From an optimization exercise on the open Yosys and OpenROAD flow, aimed at small area, a short achievable clock period and few clock cycles per item; shortcuts taken in it are not production practice. The RTL was checked by simulation tests, not by an equivalence proof against the original design.

== run 1 ==
Design bitcoin_hash, start of the top module:
module bitcoin_hash (
  input  logic        clk, reset_n, start,
  input  logic [15:0] message_addr, output_addr,
  output logic        done, mem_clk, mem_we,
  output logic [15:0] mem_addr,
  output logic [31:0] mem_write_data,
  input  logic [31:0] mem_read_data
);
export LEC_CHECK = 0
export CAP_MARGIN = 30
export CORE_MARGIN = 2
export CORE_UTILIZATION = 40
export CTS_BUF_LIST = sky130_fd_sc_hd__clkbuf_4 sky130_fd_sc_hd__clkbuf_8 sky130_fd_sc_hd__clkbuf_16
export CTS_CLUSTER_DIAMETER = 100
export CTS_CLUSTER_SIZE = 24
export PLACE_DENSITY = 0.55
export SLEW_MARGIN = 40
create_clock -name core_clock -period 12.0 [get_ports {clk}]
standard.sh (not shown) runs the stock make flow with config.mk's settings and CLKGATE_MAP_FILE= SYNTH_SCRIPT=/design/flow/synth_recipe.tcl, a recipe that flattens the netlist after the stock synthesis.
==> flow/flow/run.sh <==
#!/bin/bash
set -euo pipefail
cd "$(dirname "$0")/.."
export SETUP_SLACK_MARGIN=6.75
bash standard.sh > make.log 2>&1
Run 1: no failed stages, no open violations at the end
Testbench counts of run 1, summed over its fixed seeds: cycles 69,248, items 512.
Changes in run 2 relative to run 1:
# run 1
export LEC_CHECK = 0
export CAP_MARGIN = 30
export CORE_MARGIN = 2
export CORE_UTILIZATION = 40
export CTS_BUF_LIST = sky130_fd_sc_hd__clkbuf_4 sky130_fd_sc_hd__clkbuf_8 sky130_fd_sc_hd__clkbuf_16
export CTS_CLUSTER_DIAMETER = 100
export CTS_CLUSTER_SIZE = 24
export PLACE_DENSITY = 0.55
export SLEW_MARGIN = 40
create_clock -name core_clock -period 12.0 [get_ports {clk}]
# run 2
export LEC_CHECK = 0
export ABC_AREA = 1
export CAP_MARGIN = 30
export CORE_MARGIN = 2
export CORE_UTILIZATION = 40
export PLACE_DENSITY = 0.55
export SLEW_MARGIN = 40
create_clock -name core_clock -period 12.0 [get_ports {clk}]
==> flow/flow/run.sh <==
#!/bin/bash
set -euo pipefail
cd "$(dirname "$0")/.."
export SETUP_SLACK_MARGIN=7
bash standard.sh > make.log 2>&1
--- outcome ---
Reg-to-reg setup timing slack came out higher on run 2 than on run 1. Worst setup slack, run 1 and run 2: smaller value in run 1.
[inputs] run 3 vs run 2
# run 2
export LEC_CHECK = 0
export ABC_AREA = 1
export CAP_MARGIN = 30
export CORE_MARGIN = 2
export CORE_UTILIZATION = 40
export PLACE_DENSITY = 0.55
export SLEW_MARGIN = 40
create_clock -name core_clock -period 12.0 [get_ports {clk}]
# run 3
export LEC_CHECK = 0
export CAP_MARGIN = 30
export CORE_MARGIN = 2
export CORE_UTILIZATION = 40
export CTS_BUF_LIST = sky130_fd_sc_hd__clkbuf_4 sky130_fd_sc_hd__clkbuf_8 sky130_fd_sc_hd__clkbuf_16
export CTS_CLUSTER_DIAMETER = 100
export CTS_CLUSTER_SIZE = 24
export PLACE_DENSITY = 0.55
export SLEW_MARGIN = 40
create_clock -name core_clock -period 12.0 [get_ports {clk}]
### Flow results
Across run 2 and run 3, none had a timing, DRC or antenna violation. Between run 2 and run 3, critical path depth decreased. The area after detailed placement in run 3 sits 2.7% below the value recorded for run 2. In run 3, setup slack is higher than in run 2. Delta (run 3 minus run 2): hold slack -0.013 ns, fraction of area in non-clock buffers +0.60 points, final area -3200 µm².
Here is what was changed in the inputs of run 4 compared with run 3.
# run 3
export LEC_CHECK = 0
export CAP_MARGIN = 30
export CORE_MARGIN = 2
export CORE_UTILIZATION = 40
export CTS_BUF_LIST = sky130_fd_sc_hd__clkbuf_4 sky130_fd_sc_hd__clkbuf_8 sky130_fd_sc_hd__clkbuf_16
export CTS_CLUSTER_DIAMETER = 100
export CTS_CLUSTER_SIZE = 24
export PLACE_DENSITY = 0.55
export SLEW_MARGIN = 40
create_clock -name core_clock -period 12.0 [get_ports {clk}]
# run 4
export LEC_CHECK = 0
export CAP_MARGIN = 30
export CORE_MARGIN = 2
export CORE_UTILIZATION = 50
export CTS_BUF_LIST = sky130_fd_sc_hd__clkbuf_4 sky130_fd_sc_hd__clkbuf_8 sky130_fd_sc_hd__clkbuf_16
export CTS_CLUSTER_DIAMETER = 100
export CTS_CLUSTER_SIZE = 24
export PLACE_DENSITY = 0.65
export SLEW_MARGIN = 40
create_clock -name core_clock -period 12.0 [get_ports {clk}]
Results
The lower instance area at placement of run 3 and run 4 is in run 4. The instance count on the critical path in run 4 sits 2 below the value recorded for run 3.


bitcoin_hash again, from the RTL that the note above started with.
clock: 12.0 ns
lec_check: 0
cap_margin: 30
core_margin: 2
core_utilization: 40
cts_buf_list: sky130_fd_sc_hd__clkbuf_4 sky130_fd_sc_hd__clkbuf_8 sky130_fd_sc_hd__clkbuf_16
cts_cluster_diameter: 100
cts_cluster_size: 30
place_density: 0.55
slew_margin: 40
==> flow/flow/run.sh <==
#!/bin/bash
set -euo pipefail
cd "$(dirname "$0")/.."
export SETUP_SLACK_MARGIN=7
bash standard.sh > make.log 2>&1
Testbench counts at the start, summed over its fixed seeds: cycles 69,248, items 512.
Then changed:
Settings changed: CTS_BUF_LIST sky130_fd_sc_hd__clkbuf_4 sky130_fd_sc_hd__clkbuf_8 sky130_fd_sc_hd__clkbuf_16 to default, CTS_CLUSTER_DIAMETER 100 to default, CTS_CLUSTER_SIZE 30 to default.
Outcome: Setup slack hardly moves; via count rose slightly; cell count rose slightly; cell area rose by a few percent; routed wire length rose slightly; non-clock buffer count rose by 2; worst hold slack got worse by 0.028 ns; sequential share of layout area fell by 1.6 points.


## 05-05
Another version of the RTL of bitcoin_hash (not shown whole).
Size in the first run: about 5200 cells after synthesis, about 1100 flip-flops, roughly 120 I/O pins, ~53000 µm² of cells after synthesis.
export LEC_CHECK = 0
export CAP_MARGIN = 30
export CORE_MARGIN = 2
export CORE_UTILIZATION = 40
export CTS_BUF_LIST = sky130_fd_sc_hd__clkbuf_8
export CTS_CLUSTER_SIZE = 30
export PLACE_DENSITY = 0.55
export SLEW_MARGIN = 40
create_clock -name core_clock -period 12.0 [get_ports {clk}]
Scripts as last shown in full above: flow/flow/run.sh
05-05 ended with every stage complete and zero timing, DRC or antenna violations.
Testbench counts of 05-05, summed over its fixed seeds: cycles 69,248, items 512.
Here is what was changed in the inputs of 06-16 compared with 05-05.
Settings: removing CTS_CLUSTER_SIZE (formerly 30); removing CTS_BUF_LIST (formerly sky130_fd_sc_hd__clkbuf_8); changing PLACE_DENSITY from 0.55 to 0.65; changing CORE_UTILIZATION from 40 to 50.
Results
Sort 05-05 and 06-16 by register share of the cell area desc -> top: 06-16. Between 05-05 and 06-16, the footprint of the multi-input gates does not differ in any meaningful way. Taking 05-05 as the reference, in 06-16 via count lower; depth of the CTS H-tree lower; half-perimeter wire length of the detailed placement result lower; routed wire length on met2 lower.


run B:
Starting RTL as in the previous note.
clock: 12.0 ns
lec_check: 0
cap_margin: 30
core_margin: 2
core_utilization: 40
place_density: 0.55
slew_margin: 40
Scripts as last shown in full above: flow/flow/run.sh
Run B finished all stages; the layout is clean.
Testbench counts of run B, summed over its fixed seeds: cycles 69,248, items 512.
Changes in run E relative to run B:
==> flow/flow/run.sh <==
#!/bin/bash
set -euo pipefail
cd "$(dirname "$0")/.."
export SETUP_SLACK_MARGIN=8
bash standard.sh > make.log 2>&1
## What came out
- Delta (run E minus run B): all-layer global routing usage grew by 1.8 points, final core utilization now sits higher, slew at the pin closest to its max-slew limit went down.
- Clock-buffer cell count: run E vs run B down 2
- Per the comparison of run E with run B, design area increased about 13%; overall routed net length increased 16 mm.
- Wire length of the first global-routing pass was higher in run E than in run B.
- Post-detailed-placement half-perimeter wirelength is lower on run E


## garnet
bitcoin_hash again, from the RTL that the note above started with.
==> flow/design.v (excerpt) <==
module bitcoin_hash (
  input  logic        clk, reset_n, start,
  input  logic [15:0] message_addr, output_addr,
  output logic        done, mem_clk, mem_we,
  output logic [15:0] mem_addr,
  output logic [31:0] mem_write_data,
  input  logic [31:0] mem_read_data
);
assign mem_clk = 1'b0;
localparam logic [2047:0] KTAB = {
  32'h428a2f98,32'h71374491,32'hb5c0fbcf,32'he9b5dba5,32'h3956c25b,32'h59f111f1,32'h923f82a4,32'hab1c5ed5,
  32'hd807aa98,32'h12835b01,32'h243185be,32'h550c7dc3,32'h72be5d74,32'h80deb1fe,32'h9bdc06a7,32'hc19bf174,
  32'he49b69c1,32'hefbe4786,32'h0fc19dc6,32'h240ca1cc,32'h2de92c6f,32'h4a7484aa,32'h5cb0a9dc,32'h76f988da,
  32'h983e5152,32'ha831c66d,32'hb00327c8,32'hbf597fc7,32'hc6e00bf3,32'hd5a79147,32'h06ca6351,32'h14292967,
  32'h27b70a85,32'h2e1b2138,32'h4d2c6dfc,32'h53380d13,32'h650a7354,32'h766a0abb,32'h81c2c92e,32'h92722c85,
  32'ha2bfe8a1,32'ha81a664b,32'hc24b8b70,32'hc76c51a3,32'hd192e819,32'hd6990624,32'hf40e3585,32'h106aa070,
  32'h19a4c116,32'h1e376c08,32'h2748774c,32'h34b0bcb5,32'h391c0cb3,32'h4ed8aa4a,32'h5b9cca4f,32'h682e6ff3,
  32'h748f82ee,32'h78a5636f,32'h84c87814,32'h8cc70208,32'h90befffa,32'ha4506ceb,32'hbef9a3f7,32'hc67178f2
};
localparam logic [255:0] IVTAB = {
  32'h6a09e667, 32'hbb67ae85, 32'h3c6ef372, 32'ha54ff53a,
  32'h510e527f, 32'h9b05688c, 32'h1f83d9ab, 32'h5be0cd19
};
function automatic logic [31:0] kc(input logic [5:0] i);
  kc = KTAB[(6'd63 - i)*32 +: 32];
endfunction
function automatic logic [31:0] ivc(input logic [2:0] i);
  ivc = IVTAB[(3'd7 - i)*32 +: 32];
endfunction
function automatic logic [31:0] ror(input logic [31:0] x, input int r);
  ror = (x >> r) | (x << (32-r));
endfunction
function automatic logic [63:0] csa(input logic [31:0] x, y, z);
  logic [31:0] s, c;
  s = x ^ y ^ z;
  c = ((x & y) | (x & z) | (y & z)) << 1;
  csa = {s, c};
endfunction
localparam logic [1:0] B_P1 = 2'd0, B_P2 = 2'd1, B_P3 = 2'd2;
  ...
Settings: LEC_CHECK=0, CAP_MARGIN=30, CORE_MARGIN=2, CORE_UTILIZATION=40, PLACE_DENSITY=0.55, SLEW_MARGIN=40, TNS_END_PERCENT=5; clock period 12.0 ns.
==> flow/flow/run.sh <==
#!/bin/bash
set -euo pipefail
cd "$(dirname "$0")/.."
export SETUP_SLACK_MARGIN=7
bash standard.sh > make.log 2>&1
Testbench counts of garnet, summed over its fixed seeds: cycles 69,248, items 512.
The following lists how amber was set up differently from garnet:
Settings: TNS_END_PERCENT removed (was 5).
==> flow/flow/run.sh <==
#!/bin/bash
set -euo pipefail
cd "$(dirname "$0")/.."
export SETUP_SLACK_MARGIN=${MARGIN:-6.5}
bash standard.sh > make.log 2>&1
[summary]
- Clock buffer count from CTS, garnet and amber: lower on garnet
- The area of combinational cells with multiple inputs of amber is lower than that of garnet.
- The flow did not stop early for amber: all stages ran, and the layout cleared the timing, DRC and antenna checks.
- amber ends up with higher critical path depth than garnet does.


RTL: one of the versions met above, not the one the previous note started from.
For scale: about 1,100 flip-flops, roughly 120 I/O pins, roughly 0.053 mm^2 of cells after synthesis.
==> flow/design.v (excerpt) <==
module bitcoin_hash (
  input  logic        clk, reset_n, start,
  input  logic [15:0] message_addr, output_addr,
  output logic        done, mem_clk, mem_we,
  output logic [15:0] mem_addr,
  output logic [31:0] mem_write_data,
  input  logic [31:0] mem_read_data
);
assign mem_clk = 1'b0;
localparam logic [2047:0] KTAB = {
  32'h428a2f98,32'h71374491,32'hb5c0fbcf,32'he9b5dba5,32'h3956c25b,32'h59f111f1,32'h923f82a4,32'hab1c5ed5,
  32'hd807aa98,32'h12835b01,32'h243185be,32'h550c7dc3,32'h72be5d74,32'h80deb1fe,32'h9bdc06a7,32'hc19bf174,
  32'he49b69c1,32'hefbe4786,32'h0fc19dc6,32'h240ca1cc,32'h2de92c6f,32'h4a7484aa,32'h5cb0a9dc,32'h76f988da,
  32'h983e5152,32'ha831c66d,32'hb00327c8,32'hbf597fc7,32'hc6e00bf3,32'hd5a79147,32'h06ca6351,32'h14292967,
  32'h27b70a85,32'h2e1b2138,32'h4d2c6dfc,32'h53380d13,32'h650a7354,32'h766a0abb,32'h81c2c92e,32'h92722c85,
  32'ha2bfe8a1,32'ha81a664b,32'hc24b8b70,32'hc76c51a3,32'hd192e819,32'hd6990624,32'hf40e3585,32'h106aa070,
  32'h19a4c116,32'h1e376c08,32'h2748774c,32'h34b0bcb5,32'h391c0cb3,32'h4ed8aa4a,32'h5b9cca4f,32'h682e6ff3,
  32'h748f82ee,32'h78a5636f,32'h84c87814,32'h8cc70208,32'h90befffa,32'ha4506ceb,32'hbef9a3f7,32'hc67178f2
};
localparam logic [255:0] IVTAB = {
  32'h6a09e667, 32'hbb67ae85, 32'h3c6ef372, 32'ha54ff53a,
  32'h510e527f, 32'h9b05688c, 32'h1f83d9ab, 32'h5be0cd19
};
function automatic logic [31:0] kc(input logic [5:0] i);
  kc = KTAB[(6'd63 - i)*32 +: 32];
endfunction
function automatic logic [31:0] ivc(input logic [2:0] i);
  ivc = IVTAB[(3'd7 - i)*32 +: 32];
endfunction
function automatic logic [31:0] ror(input logic [31:0] x, input int r);
  ror = (x >> r) | (x << (32-r));
endfunction
function automatic logic [63:0] csa(input logic [31:0] x, y, z);
  logic [31:0] s, c;
  s = x ^ y ^ z;
  c = ((x & y) | (x & z) | (y & z)) << 1;
  csa = {s, c};
endfunction
localparam logic [1:0] B_P1 = 2'd0, B_P2 = 2'd1, B_P3 = 2'd2;
  ...
Settings: LEC_CHECK=0, CAP_MARGIN=30, CORE_MARGIN=2, CORE_UTILIZATION=40, PLACE_DENSITY=0.55, SLEW_MARGIN=40; clock period 12.0 ns.
==> flow/flow/run.sh <==
#!/bin/bash
set -euo pipefail
cd "$(dirname "$0")/.."
export SETUP_SLACK_MARGIN=7.5
bash standard.sh > make.log 2>&1
The starting point ran to the end with no violations.
Testbench counts at the start, summed over its fixed seeds: cycles 69,248, items 512.
Edit:
==> flow/flow/run.sh (replaced) <==
#!/bin/bash
set -euo pipefail
cd "$(dirname "$0")/.."
export SETUP_SLACK_MARGIN=7
bash standard.sh > make.log 2>&1
- CTS_BUF_LIST: default -> sky130_fd_sc_hd__clkbuf_4 sky130_fd_sc_hd__clkbuf_8 sky130_fd_sc_hd__clkbuf_16
- CTS_CLUSTER_DIAMETER: default -> 70
- CTS_CLUSTER_SIZE: default -> 30
Result:
- die area is unchanged
- final area falls by 5.2%
- final cell count falls by 2.3%
- setup slack is worse by 46 ps
- synthesized cell count is unchanged
- global-route usage falls by 1.0 points
Edit:
==> flow/flow/run.sh (replaced) <==
#!/bin/bash
set -euo pipefail
cd "$(dirname "$0")/.."
export SETUP_SLACK_MARGIN=7.5
bash standard.sh > make.log 2>&1
- CTS_CLUSTER_DIAMETER: 70 -> 100
- CTS_CLUSTER_SIZE: 30 -> 24
After rerunning: Synthesized area is unchanged. Cell area came out higher by 1.4%. Worst setup slack is better by 24 ps. Global-route usage climbs by 0.54 points. Core utilization rises by 0.65 points. Die area does not change. Routed wire length is higher by 2.2%.


job 8839:
bitcoin_hash with an RTL version that a note above also has.
Size in the first run: about 5200 cells after synthesis, ~1100 flip-flops, about 120 I/O pins, about 53000 sq um of cells after synthesis.
Design bitcoin_hash, start of the top module:
module bitcoin_hash (
  input  logic        clk, reset_n, start,
  input  logic [15:0] message_addr, output_addr,
  output logic        done, mem_clk, mem_we,
  output logic [15:0] mem_addr,
  output logic [31:0] mem_write_data,
  input  logic [31:0] mem_read_data
);
Settings: LEC_CHECK=0, CAP_MARGIN=30, CORE_MARGIN=2, CORE_UTILIZATION=40, PLACE_DENSITY=0.55, SLEW_MARGIN=40, TNS_END_PERCENT=5; clock period 12.0 ns.
==> flow/flow/run.sh <==
#!/bin/bash
set -euo pipefail
cd "$(dirname "$0")/.."
export SETUP_SLACK_MARGIN=8
bash standard.sh > make.log 2>&1
Looking at the reports, job 8839 completed the entire flow and the layout it produced met the timing, DRC and antenna checks.
Testbench counts of job 8839, summed over its fixed seeds: cycles 69,248, items 512.
Changes in job 2359 relative to job 8839:
Settings: TNS_END_PERCENT: 5 -> unset.
==> flow/run.sh (new file) <==
#!/bin/bash
# synth_recipe.tcl (not shown) runs the flow's synth.tcl, then flattens the netlist and writes it again
# the make line also repeats each setting of config.mk as NAME=value (left out here)
make -C /OpenROAD-flow-scripts/flow DESIGN_CONFIG=/design/flow/config.mk WORK_HOME=/design/flow/orfs CLKGATE_MAP_FILE= SYNTH_SCRIPT=/design/flow/synth_recipe.tcl finish
removed: flow/flow/run.sh
removed: flow/standard.sh
## What came out
Between job 2359 and job 8839, the worst hold slack is lower for job 2359. On critical path required time, job 2359 and job 8839 are basically level. Job 2359 against job 8839: number of signal-net inverters in the final layout decreased by about 0.4% relative to the old numbers, final worst-path setup slack decreased 1.70 ns. NOTE design area job 8839->job 2359 decreased by a few percent. Origin of the worst setup path = e[15]: job 8839; origin of the worst setup path = t[0]: job 2359. Fmax: job 2359 below job 8839. Comparing job 8839 against job 2359, there is no change at all in worst hold path cell count.

## static timing again, ports no longer ideal
No port has a modelled driver above. Below, the same layouts with a new extraction and two added sets of constraints.
Step 1 assumes that a clkbuf_16 drives the clock port and a buf_2 every other input.
Step 2, shift: input delay + t, output delay - t, t = (earliest + latest rising clock arrival at the registers) / 2. This alone moves slack from input paths to output paths.
Three values: no drivers, after step 1, after step 2; two values: the first two.
run	t, ns	setup slack, ns	worst setup path at the end	worst slew at a driven data input, ns
run 1	0.792	6.750 / 6.750 / 6.589	input to register	0.05
run 2	0.846	7.030 / 7.030 / 7.018	input to register	0.07
run 3	0.791	7.049 / 7.049 / 6.590	input to register	0.05
run 4	0.775	6.987 / 6.987 / 6.682	input to register	0.06
the first run of note 2	0.791	6.959 / 6.959 / 6.609	input to register	0.05
the second run of note 2	0.834	6.960 / 6.960 / 6.573	input to register	0.05
05-05	1.008	6.947 / 6.947 / 6.740	input to register	0.04
06-16	0.788	7.007 / 7.007 / 6.794	input to register	0.04
run B	0.816	6.995 / 6.995 / 6.716	input to register	0.04
run E	0.826	7.192 / 7.192 / 7.192	register to register	0.06
garnet	0.818	6.907 / 6.907 / 6.717	input to register	0.04
amber	0.837	6.620 / 6.620 / 6.620	register to register	0.04
the first run of note 6	0.843	7.075 / 7.075 / 6.881	input to register	0.04
the second run of note 6	0.811	7.030 / 7.030 / 6.589	input to register	0.05
the third run of note 6	0.790	7.054 / 7.054 / 6.939	input to register	0.04
job 8839	0.839	7.088 / 7.088 / 6.698	input to register	0.05
job 2359	0.838	5.388 / 5.388 / 5.388	register to register	0.04
After both steps setup and hold are still met in every run listed. The setup slack of run 3, which loses most, moves by 0.000 ns with the drivers and by -0.459 ns with both steps.
